Source: an optimization exercise on an open RTL-to-GDS flow (aim: a short achievable clock period and few clock cycles). Production flows keep margins and buffers that such runs may drop.
The RTL was checked by simulation tests, not by an equivalence proof against the original design.
The clock input has no modelled driver; a real chip could not lean on it and would need a root buffer or a full tree.
Power and IR drop assume default switching activity.

cedar:
## conv
module conv(
    input rst,
    input clk,
    output M0_R_req,
    output [31:0] M0_addr,
    input [31:0] M0_R_data,
    output [3:0] M0_W_req,
    output [31:0] M0_W_data,
    output M1_R_req,
    output [31:0] M1_addr,
    input [31:0] M1_R_data,
    output [3:0] M1_W_req,
    output reg [31:0] M1_W_data,
    input start,
    output finish
);
Settings: LEC_CHECK=0, CAP_MARGIN=30, CORE_MARGIN=2, CORE_UTILIZATION=65, PLACE_DENSITY=0.75, SLEW_MARGIN=30, SYNTH_HIERARCHICAL=1; clock period 12.0 ns.
standard.sh (not shown) runs the stock make flow with config.mk's settings and CLKGATE_MAP_FILE= SYNTH_SCRIPT=/design/flow/synth_recipe.tcl, a recipe that flattens the netlist after the stock synthesis.
==> flow/flow/run.sh <==
#!/bin/bash
# Own layout flow: the standard synthesis unchanged, then the standard
# ORFS steps with these changes:
#  - after clock tree synthesis, flow/post_cts.tcl moves the flip-flops that
#    drive output ports next to their port buffers (flow/outflops.tcl) and
#    replaces TritonCTS's tree with flow/ctree.tcl's: four levels of clock
#    inverters made by recursive bisection of the flip-flops, whose 4
#    first-level cells the clock port drives itself.
set -euo pipefail
MARGIN=${MARGIN:-9.0}
export CT_BITS=${CT_BITS:-"2 2 2 2"}
export CT_CELLS=${CT_CELLS:-"clkinv_16 clkinv_16 clkinv_16 clkinv_16"}
HERE=$(pwd)
bash standard.sh synth > synth.log 2>&1
bash standard.sh SETUP_SLACK_MARGIN=$MARGIN POST_CTS_TCL=$HERE/flow/post_cts.tcl finish > layout.log 2>&1
==> flow/flow/outflops.tcl <==
# Move each flip-flop that drives an output port's buffer (and nothing else)
# onto that buffer's spot, next to the port; detailed placement then
# legalizes them side by side. This shortens the wire from the flip-flop to
# the buffer on the clock-to-output paths. The port buffers become buf_8.
set block [ord::get_db_block]
set moved 0
set ::outbuf_cell sky130_fd_sc_hd__buf_8
foreach bt [$block getBTerms] {
  if {[$bt getIoType] ne "OUTPUT"} { continue }
  set net [$bt getNet]
  if {$net eq "NULL"} { continue }
  set buf {}
  foreach it [$net getITerms] { if {[$it isOutputSignal]} { set buf [$it getInst] } }
  if {$buf eq {}} { continue }
  set in {}
  foreach it [$buf getITerms] { if {[$it isInputSignal]} { set in $it } }
  if {$in eq {} || [$in getNet] eq "NULL"} { continue }
  set n2 [$in getNet]
  if {[llength [$n2 getITerms]] != 2 || [llength [$n2 getBTerms]] != 0} { continue }
  set ff {}
  foreach it [$n2 getITerms] {
    if {[$it isOutputSignal] && [string match "sky130_fd_sc_hd__*df*" [[[$it getInst] getMaster] getName]]} {
      set ff [$it getInst]
    }
  }
  if {$ff eq {}} { continue }
  # the port buffer: a strong buffer (its load is only the port)
  set bm [[$buf getMaster] getName]
  if {[string match "sky130_fd_sc_hd__buf_*" $bm] && $bm ne $::outbuf_cell} {
    $buf swapMaster [[ord::get_db] findMaster $::outbuf_cell]
  }
  set loc [$buf getLocation]
  $ff setLocation [lindex $loc 0] [lindex $loc 1]
  $ff setPlacementStatus PLACED
  incr moved
}
puts "outflops: moved $moved output flip-flops next to their port buffers"
detailed_placement
Other scripts of this flow, unchanged in this note and not shown: flow/flow/ctree.tcl, flow/flow/post_cts.tcl
Testbench counts of cedar, summed over its fixed seeds: cycles 25,568.
Relative to cedar, the following input files were edited for oak:
--- a/flow/flow/outflops.tcl
+++ b/flow/flow/outflops.tcl
@@ -2,8 +2,7 @@
 # onto that buffer's spot, next to the port; detailed placement then
 # legalizes them side by side. This shortens the wire from the flip-flop to
-# the buffer on the clock-to-output paths. The port buffers become buf_8.
+# the buffer on the clock-to-output paths.
 set block [ord::get_db_block]
 set moved 0
-set ::outbuf_cell sky130_fd_sc_hd__buf_8
 foreach bt [$block getBTerms] {
   if {[$bt getIoType] ne "OUTPUT"} { continue }
@@ -25,9 +24,4 @@
   }
   if {$ff eq {}} { continue }
-  # the port buffer: a strong buffer (its load is only the port)
-  set bm [[$buf getMaster] getName]
-  if {[string match "sky130_fd_sc_hd__buf_*" $bm] && $bm ne $::outbuf_cell} {
-    $buf swapMaster [[ord::get_db] findMaster $::outbuf_cell]
-  }
   set loc [$buf getLocation]
   $ff setLocation [lindex $loc 0] [lindex $loc 1]
Summary of oak over cedar: power density of the placed cells stayed essentially flat, pin slew with the least headroom to its limit up 0.011 ns, overall routing resource usage level, wire length on met3 stayed essentially flat.
For final cell count, oak and cedar come out practically identical.
Looking at oak and cedar, the global-route wire length before repair is a wash.
oak vs. cedar: smallest hold slack went up by 0.021 ns.
Power delta (cedar -> oak): insignificant
In terms of ratio of cells with drive above 1 in the final layout, cedar and oak differ only marginally.
Where worst setup slack is concerned, cedar is better than oak.
In every run of this note, the design's own scripts or RTL, not TritonCTS, make the clock network.

[afterwards: timing with drivers on the ports]
The flow's constraints put no driver on any port. The routed layouts listed below were extracted and timed again, unchanged, in two steps.
Step 1 assumes that a clkbuf_16 drives the clock port and a buf_2 every other input.
Step 2 times the ports against the registers' clock, not the clock port: input delays grow and output delays shrink by t, the midpoint of the rising clock arrivals with the driver on.
Three values: ideal, step 1, step 2; two values: the first two.
run | t, ns | setup WS [ns] | slew at the worst register clock pin (ns)
cedar | 1.004 | 8.536 / 8.139 / 7.872 | 0.08 / 0.08
oak | 1.026 | 8.503 / 8.120 / 7.876 | 0.08 / 0.08
After both steps setup and hold are still met in every run listed. For cedar, which loses most, drivers alone change the setup slack by -0.397 ns; drivers and shift together by -0.664 ns.
